From an optimization exercise on the open Yosys and OpenROAD flow, aimed at small area; shortcuts taken in it are not production practice.
In this exercise RTL edits were held to simulation tests only and were not proved equivalent to the original.
No activity file was given, so power comes from the tool's default toggle rates.

==> flow/design.v <==
`timescale 1ns / 1ps
module PharmacyMem(
    input [4:0] studentID ,
    input clk,
    input [1:0] mode ,  
    input [7:0] checkInTime,
    output reg [4:0] listOutput,
    output reg listBusy ,
    output reg ready,
    input rst  
	);
reg [3:0] last;           
reg [3:0] ptr;            
reg [12:0] slot [1:10];   
wire ins = (mode == 2'd2) && (last != 4'd10);
wire del = (mode == 2'd3) && (last != 4'd0);
wire mdel = (mode == 2'd3);
function lt8(input [7:0] a, input [7:0] b);
	integer j;
	begin
		lt8 = 1'b0;
		for (j = 0; j < 8; j = j + 1)
			lt8 = (~a[j] & b[j]) | ((~a[j] | b[j]) & lt8);
	end
endfunction
function [7:0] tm(input [12:0] e); tm = e[7:0]; endfunction
function nz(input [12:0] e); nz = |e[12:8]; endfunction
wire [3:0] sel = mode[1] ? last : ptr;
reg  [7:0] rtime;
reg  [4:0] rid;
integer r;
always @* begin
	rtime = 8'd0;
	rid = {5{sel == 4'd0}} & studentID;
	for (r = 1; r <= 10; r = r + 1) begin
		rtime = rtime | ({8{last == r}} & slot[r][7:0]);
		rid = rid | ({5{sel == r}} & slot[r][12:8]);
	end
end
wire [12:0] x = {rid, rtime};
wire [12:0] xw = {rid, rtime | ({8{last == 4'd0}} & checkInTime)};
wire [12:0] newe = {studentID, checkInTime};
reg [12:0] a [1:10];
reg za [1:10];
integer q;
always @* begin
	for (q = 1; q <= 10; q = q + 1) begin
		a[q] = (last == q - 1) ? newe : slot[q];
		za[q] = ins && (last >= q - 1) && nz(a[q]);
	end
end
wire c89 = lt8(tm(a[8]), tm(a[9]));
wire c67 = lt8(tm(a[6]), tm(a[7]));
wire i5 = za[10] && lt8(checkInTime, tm(slot[5]));
wire [12:0] b5  = (i5 || last == 4'd4) ? newe : slot[5];
wire [12:0] b10 = i5 ? slot[5] : a[10];
wire zb5 = za[5] || i5;
wire i4r = za[9] && lt8(tm(a[9]), tm(slot[4]));
wire i4l = za[8] && (i4r ? c89 : lt8(tm(a[8]), tm(slot[4])));
wire [12:0] t4 = i4r ? a[9] : a[4];
wire [12:0] b9 = i4r ? a[4] : a[9];
wire [12:0] b4 = i4l ? a[8] : t4;
wire [12:0] b8 = i4l ? t4 : a[8];
wire zb4 = za[4] || i4r || i4l;
wire i3r = za[7] && lt8(tm(a[7]), tm(slot[3]));
wire [7:0] t3 = i3r ? tm(a[7]) : tm(a[3]);
wire i3l = za[6] && lt8(tm(a[6]), t3);
wire zb3 = za[3] || i3r || i3l;
wire i2r = zb5 && lt8(tm(b5), tm(slot[2]));
wire c45 = lt8(tm(b4), tm(b5));
wire i2l = zb4 && (i2r ? c45 : lt8(tm(b4), tm(slot[2])));
wire zc2 = za[2] || i2r || i2l;
wire [7:0] u2 = tm(slot[2]), u3 = tm(slot[3]), u4 = tm(slot[4]), u5 = tm(slot[5]);
wire [7:0] u6 = tm(slot[6]), u7 = tm(slot[7]), u8 = tm(slot[8]), u9 = tm(slot[9]);
reg zd [1:10];
integer k;
always @* for (k = 1; k <= 10; k = k + 1) zd[k] = del && (k < last) && nz(slot[k]);
wire c23 = lt8(u2, u3), c32 = lt8(u3, u2);
wire c54 = lt8(u5, u4);
wire c76 = lt8(u7, u6);
wire c98 = lt8(u9, u8);
wire kl1 = zd[2] && (c23 || !zd[3]), kr1 = zd[3] && c32;
wire kl2 = zd[4] && (c45 || !zd[5]), kr2 = zd[5] && c54;
wire kl3 = zd[6] && (c67 || !zd[7]), kr3 = zd[7] && c76;
wire kl4 = zd[8] && (c89 || !zd[9]), kr4 = zd[9] && c98;
wire [7:0] m1 = kr1 ? u3 : u2;
wire [7:0] m2 = kr2 ? u5 : u4;
wire [7:0] m3 = kr3 ? u7 : u6;
wire [7:0] m4 = kr4 ? u9 : u8;
wire g1 = lt8(m1, rtime);
wire s1l = kl1 && g1, s1r = kr1 && g1;
wire [7:0] q2 = s1l ? rtime : u2;
wire [7:0] q3 = s1r ? rtime : u3;
wire g2 = lt8(m2, q2);
wire s2l = kl2 && g2, s2r = kr2 && g2;
wire g3 = lt8(m3, q3);
wire s3l = kl3 && g3, s3r = kr3 && g3;
wire [7:0] q4 = s2l ? q2 : u4;
wire g4 = lt8(m4, q4);
wire s4l = kl4 && g4, s4r = kr4 && g4;
reg sl [1:4];
reg sr [1:4];
always @* begin
	sl[1] = s1l; sr[1] = s1r;
	sl[2] = s2l; sr[2] = s2r;
	sl[3] = s3l; sr[3] = s3r;
	sl[4] = s4l; sr[4] = s4r;
end
wire [12:0] p1 = (mdel || last == 4'd0) ? xw : slot[1];
wire [12:0] d1 = sl[1] ? a[2] : (sr[1] ? a[3] : p1);
wire [12:0] d2 = sl[1] ? p1 : a[2];
wire [12:0] d3 = sr[1] ? p1 : a[3];
wire to_l2 = i2l || sl[2], to_r2 = (i2r && !i2l) || sr[2];
wire l_r2 = i2l && i2r, l_p2 = (i2l && !i2r) || sl[2], r_p2 = i2r || sr[2];
wire [12:0] n2 = to_l2 ? b4 : (to_r2 ? b5 : d2);
wire [12:0] n4 = l_r2 ? b5 : (l_p2 ? d2 : b4);
wire [12:0] n5 = r_p2 ? d2 : b5;
wire to_l3 = i3l || sl[3], to_r3 = (i3r && !i3l) || sr[3];
wire l_r3 = i3l && i3r, l_p3 = (i3l && !i3r) || sl[3], r_p3 = i3r || sr[3];
wire [12:0] n3 = to_l3 ? a[6] : (to_r3 ? a[7] : d3);
wire [12:0] n6 = l_r3 ? a[7] : (l_p3 ? d3 : a[6]);
wire [12:0] n7 = r_p3 ? d3 : a[7];
wire i1r = zb3 && lt8(tm(n3), tm(slot[1]));
wire i1l = zc2 && (i1r ? lt8(tm(n2), tm(n3)) : lt8(tm(n2), tm(slot[1])));
wire [12:0] t1 = i1r ? n3 : d1;
wire [12:0] h3 = i1r ? d1 : n3;
wire [12:0] h1 = i1l ? n2 : t1;
wire [12:0] h2 = i1l ? t1 : n2;
wire [12:0] f4 = sl[4] ? b8 : (sr[4] ? b9 : n4);
wire [12:0] f8 = sl[4] ? n4 : b8;
wire [12:0] f9 = sr[4] ? n4 : b9;
always @(posedge clk) begin
	slot[1] <= h1;  slot[2] <= h2;  slot[3] <= h3;  slot[4] <= f4;
	slot[5] <= n5;  slot[6] <= n6;  slot[7] <= n7;  slot[8] <= f8;
	slot[9] <= f9;  slot[10] <= b10;
	if (rst) begin
		last <= 4'd0;
		ptr <= 4'd1;
		listBusy <= 1'b0;
		ready <= 1'b0;
		listOutput <= 5'd0;
	end else if (ins) begin
		last <= last + 4'd1;
		ptr <= 4'd1;
		listBusy <= 1'b0;
	end else if (del) begin
		last <= last - 4'd1;
		ptr <= 4'd1;
		listBusy <= 1'b0;
	end else if (mode == 2'd0) begin
		if (ptr <= last) begin
			listBusy <= 1'b1;
			ready <= 1'b0;
			listOutput <= rid;
			ptr <= ptr + 4'd1;
		end else begin
			listBusy <= 1'b0;
			ready <= 1'b1;
			ptr <= 4'd1;
		end
	end
end
endmodule
Settings: LEC_CHECK=0, ABC_AREA=1, CAP_MARGIN=20, CORE_MARGIN=2, CORE_UTILIZATION=40, GPL_TIMING_DRIVEN=0, SETUP_SLACK_MARGIN=0.2, SLEW_MARGIN=20; clock period 11.0 ns.
standard.sh (not shown) runs the stock make flow with config.mk's settings and CLKGATE_MAP_FILE= SYNTH_SCRIPT=/design/flow/synth_recipe.tcl, a recipe that flattens the netlist after the stock synthesis.
==> flow/flow/run.sh <==
#!/bin/bash
# Own layout flow: the standard ORFS layout (standard.sh, run whole), with
# these changes passed as make variables:
#  - Yosys's ABC step maps the logic with the area-oriented script in
#    flow/abc_area.script (a copy of ORFS's scripts folder holds it);
#  - the port buffers are buf_2 cells;
#  - clock tree synthesis uses clkbuf_8 buffers, clusters of up to 20 sinks
#    and no dummy loads.
# make's output goes to flow_make.log; ORFS writes each step's log under orfs/logs.
set -euo pipefail
work=$(pwd)
rm -rf "$work/scripts_abc"
cp -r "$FLOW_HOME/scripts" "$work/scripts_abc"
cp "$work/flow/abc_area.script" "$work/scripts_abc/abc_area.script"
cp "$work/flow/abc_area.script" "$work/scripts_abc/abc_speed.script"
extra="SCRIPTS_DIR=$work/scripts_abc"
extra+=' BUFFER_PORTS_ARGS="-buffer_cell sky130_fd_sc_hd__buf_2"'
extra+=' CTS_ARGS="-sink_clustering_enable -repair_clock_nets -buf_list sky130_fd_sc_hd__clkbuf_8 -sink_clustering_size 20 -dont_use_dummy_load"'
while IFS= read -r line; do
  if [[ $line == "make -C "* ]]; then
    printf 'make %s %s\n' "$extra" "${line#make }"
  else
    printf '%s\n' "$line"
  fi
done < standard.sh > standard_own.sh
grep -q "^make SCRIPTS_DIR=" standard_own.sh
bash standard_own.sh > "$work/flow_make.log" 2>&1
==> flow/flow/abc_area.script <==
strash
dch
amap -m -F 3 -A 8 -C 1000
strash
dch
amap -m -F 3 -A 8 -C 1000
strash
dch
amap -m -F 3 -A 8 -C 1000
strash
dch
amap -m -F 3 -A 8 -C 1000
strash
dch
amap -m -F 3 -A 8 -C 1000
strash
dch
amap -m -F 3 -A 8 -C 1000
strash
dch
amap -m -F 3 -A 8 -C 1000
strash
dch
amap -m -F 3 -A 8 -C 1000
strash
dch
amap -m -F 3 -A 8 -C 1000
strash
dch
amap -m -F 3 -A 8 -C 1000
strash
dch
amap -m -F 3 -A 8 -C 1000
strash
dch
amap -m -F 3 -A 8 -C 1000
topo
stime -c
upsize -c
dnsize -c
The starting point finished clean.
Then changed:
==> flow/flow/abc_area.script (replaced) <==
strash
dch
amap -m -F 3 -A 8 -C 1000
strash
dch
amap -m -F 3 -A 8 -C 1000
strash
dch
amap -m -F 3 -A 8 -C 1000
strash
dch
amap -m -F 3 -A 8 -C 1000
strash
dch
amap -m -F 3 -A 8 -C 1000
strash
dch
amap -m -F 3 -A 8 -C 1000
strash
dch
amap -m -F 3 -A 8 -C 1000
topo
stime -c
buffer -c
upsize -c
dnsize -c
After rerunning: Total power is higher by 1.7%. Fmax is lower by 1.2%. Cell area is lower by 0.82%. Sequential power stays flat. Critical path depth is lower by 7. Routed wire length is higher by 13%. Count of clock-buffer cells in the layout is unchanged. Non-clock buffer count is higher by 66. Synthesized cell count is higher by 6.5%. Worst setup slack loses 120 ps.
Then changed:
CORE_UTILIZATION = 60   (was 40)
SETUP_SLACK_MARGIN = 0   (was 0.2)
The changed run completed with no timing, DRC or antenna violations. Cell count shrinks by 7.4%. Via count went up by 2.0%. Count of clock-buffer cells in the layout does not change. Critical path depth is higher by 1.
Then changed:
--- a/flow/flow/run.sh
+++ b/flow/flow/run.sh
@@ -5,5 +5,5 @@
 #    flow/abc_area.script (a copy of ORFS's scripts folder holds it);
 #  - the port buffers are buf_2 cells;
-#  - clock tree synthesis uses clkbuf_8 buffers, clusters of up to 20 sinks
+#  - clock tree synthesis uses clkbuf_8 buffers, clusters of up to 40 sinks
 #    and no dummy loads.
 # make's output goes to flow_make.log; ORFS writes each step's log under orfs/logs.
@@ -16,5 +16,5 @@
 extra="SCRIPTS_DIR=$work/scripts_abc"
 extra+=' BUFFER_PORTS_ARGS="-buffer_cell sky130_fd_sc_hd__buf_2"'
-extra+=' CTS_ARGS="-sink_clustering_enable -repair_clock_nets -buf_list sky130_fd_sc_hd__clkbuf_8 -sink_clustering_size 20 -dont_use_dummy_load"'
+extra+=' CTS_ARGS="-sink_clustering_enable -repair_clock_nets -buf_list sky130_fd_sc_hd__clkbuf_8 -sink_clustering_size 40 -dont_use_dummy_load"'
 while IFS= read -r line; do
   if [[ $line == "make -C "* ]]; then
--- a/flow/flow/abc_area.script
+++ b/flow/flow/abc_area.script
@@ -1,2 +1,17 @@
+strash
+dch
+amap -m -F 3 -A 8 -C 1000
+strash
+dch
+amap -m -F 3 -A 8 -C 1000
+strash
+dch
+amap -m -F 3 -A 8 -C 1000
+strash
+dch
+amap -m -F 3 -A 8 -C 1000
+strash
+dch
+amap -m -F 3 -A 8 -C 1000
 strash
 dch
CORE_UTILIZATION = 40   (was 60)
SETUP_SLACK_MARGIN = 0.2   (was 0)
Outcome: The new run went through all stages and came out clean; sequential power grows by about 4%; worst setup slack gains 71 ps; die area grows by 47%; core utilization shrinks by 21 points; area after synthesis shrinks by 0.86%.

========
Another version of the RTL of PharmacyMem (not shown whole).
Size in the first run: roughly 24 I/O pins.
clock: 11.0 ns
lec_check: 0
abc_area: 1
cap_margin: 20
core_margin: 2
core_utilization: 40
setup_slack_margin: 0.2
slew_margin: 20
==> flow/flow/run.sh <==
#!/bin/bash
# Standard ORFS layout (standard.sh), with one change: Yosys's ABC step maps
# the logic with the area-oriented script in flow/abc_area.script.
set -euo pipefail
work=$(pwd)
rm -rf "$work/scripts_abc"
cp -r "$FLOW_HOME/scripts" "$work/scripts_abc"
cp "$work/flow/abc_area.script" "$work/scripts_abc/abc_area.script"
cp "$work/flow/abc_area.script" "$work/scripts_abc/abc_speed.script"
sed "s#^make -C #make SCRIPTS_DIR=$work/scripts_abc -C #" standard.sh > standard_abc.sh
grep -q "SCRIPTS_DIR=" standard_abc.sh
bash standard_abc.sh > "$work/flow_make.log" 2>&1
==> flow/flow/abc_area.script <==
strash
dch
amap -m
topo
==> next run, changes <==
- GPL_TIMING_DRIVEN: default -> 0
- SETUP_SLACK_MARGIN: 0.2 -> 0
Outcome: Now the flow completed and failed the layout checks on setup timing; clock-buffer cell count drops by 1; total power went down by roughly a tenth; wire length shrinks by a little under a tenth; critical path depth is higher by 7; worst setup slack degrades by 0.66 ns; clock skew is about the same; final cell count went down by roughly a tenth; sequential power stays flat; worst hold slack hardly moves; non-clock buffer count fell by 320; area after synthesis does not change.

========
run 1:
PharmacyMem again, from the RTL that the note above started with.
Settings: LEC_CHECK=0, ABC_AREA=1, CAP_MARGIN=20, CORE_MARGIN=2, CORE_UTILIZATION=40, GPL_TIMING_DRIVEN=0, SETUP_SLACK_MARGIN=0, SLEW_MARGIN=20; clock period 11.0 ns.
run.sh (not shown) runs the stock make flow with config.mk's settings and CLKGATE_MAP_FILE= SYNTH_SCRIPT=/design/flow/synth_recipe.tcl, a recipe that flattens the netlist after the stock synthesis.
Stock flow here: none of the scripts above is used.
Run 1 reached the end of the flow, and the finished layout is clean on the timing, DRC and antenna checks.
Input changes introduced in run 2 (baseline for comparison: run 1):
==> flow/flow/run.sh (new file) <==
#!/bin/bash
# Standard ORFS layout (standard.sh), with one change: Yosys's ABC step maps
# the logic with the area-oriented script in flow/abc_area.script.
set -euo pipefail
work=$(pwd)
rm -rf "$work/scripts_abc"
cp -r "$FLOW_HOME/scripts" "$work/scripts_abc"
cp "$work/flow/abc_area.script" "$work/scripts_abc/abc_area.script"
cp "$work/flow/abc_area.script" "$work/scripts_abc/abc_speed.script"
sed "s#^make -C #make SCRIPTS_DIR=$work/scripts_abc -C #" standard.sh > standard_abc.sh
grep -q "SCRIPTS_DIR=" standard_abc.sh
bash standard_abc.sh > "$work/flow_make.log" 2>&1
==> flow/flow/abc_area.script (new file) <==
strash
dch
amap -m
topo
stime -c
buffer -c
upsize -c
dnsize -c
==> flow/standard.sh (new file) <==
#!/bin/bash
# synth_recipe.tcl (not shown) runs the flow's synth.tcl, then flattens the netlist and writes it again
# the make line also repeats each setting of config.mk as NAME=value (left out here)
make -C /OpenROAD-flow-scripts/flow DESIGN_CONFIG=/design/flow/config.mk WORK_HOME=/design/flow/orfs CLKGATE_MAP_FILE= SYNTH_SCRIPT=/design/flow/synth_recipe.tcl "${@:-finish}"
removed: flow/run.sh
## What came out
Run 2 ended with less met2 usage in global routing than run 1.
Run 2 vs. run 1: clock share of power fell 0.9 points, cell count went down, combinational cell fraction of total power grew by 1.9 points, routed wire length -14%, first-pass iteration count of the detailed router shows no meaningful change.
Run 2 vs. run 1: internal power contribution went up 21%; total chip power moved up; utilization after layout rose 6.7 points.
The total net switching power number comes out lower for run 1 vs run 2.
What run 2 reported for areal power density over the cells has to be multiplied by 0.828 to get the figure for run 1.

## what the ideal ports hide
In the flow no input, the clock included, has a driving cell. The finished layouts below were timed again as built, in two steps. Step 1, drivers: a clkbuf_16 drives clk and a buf_2 each remaining input, both assumed. Step 2, shift: input delay + t, output delay - t, t = (earliest + latest rising clock arrival at the registers) / 2. This alone moves slack from input paths to output paths. a / b / c = no drivers / after step 1 / after step 2; a / b = the first two.
| run | t, ns | setup WS [ns] | worst slew at a driven data input, ns |
|---|---|---|---|
| the first run of note 1 | 0.502 | 0.539 / 0.565 / 0.063 | 0.05 |
| the second run of note 1 | 0.523 | 0.415 / 0.435 / -0.088 | 0.04 |
| the third run of note 1 | 0.534 | 0.373 / 0.397 / -0.138 | 0.03 |
| the fourth run of note 1 | 0.512 | 0.444 / 0.453 / -0.060 | 0.03 |
| the first run of note 2 | 0.511 | 0.373 / 0.389 / -0.122 | 0.05 |
| the second run of note 2 | 0.512 | -0.286 / -0.255 / -0.767 | 0.06 |
| run 1 | 0.522 | 1.423 / 1.436 / 0.914 | 0.06 |
| run 2 | 0.518 | 0.209 / 0.215 / -0.302 | 0.08 |
With both steps, setup timing fails in 5 of these runs, where it was met with ideal ports.
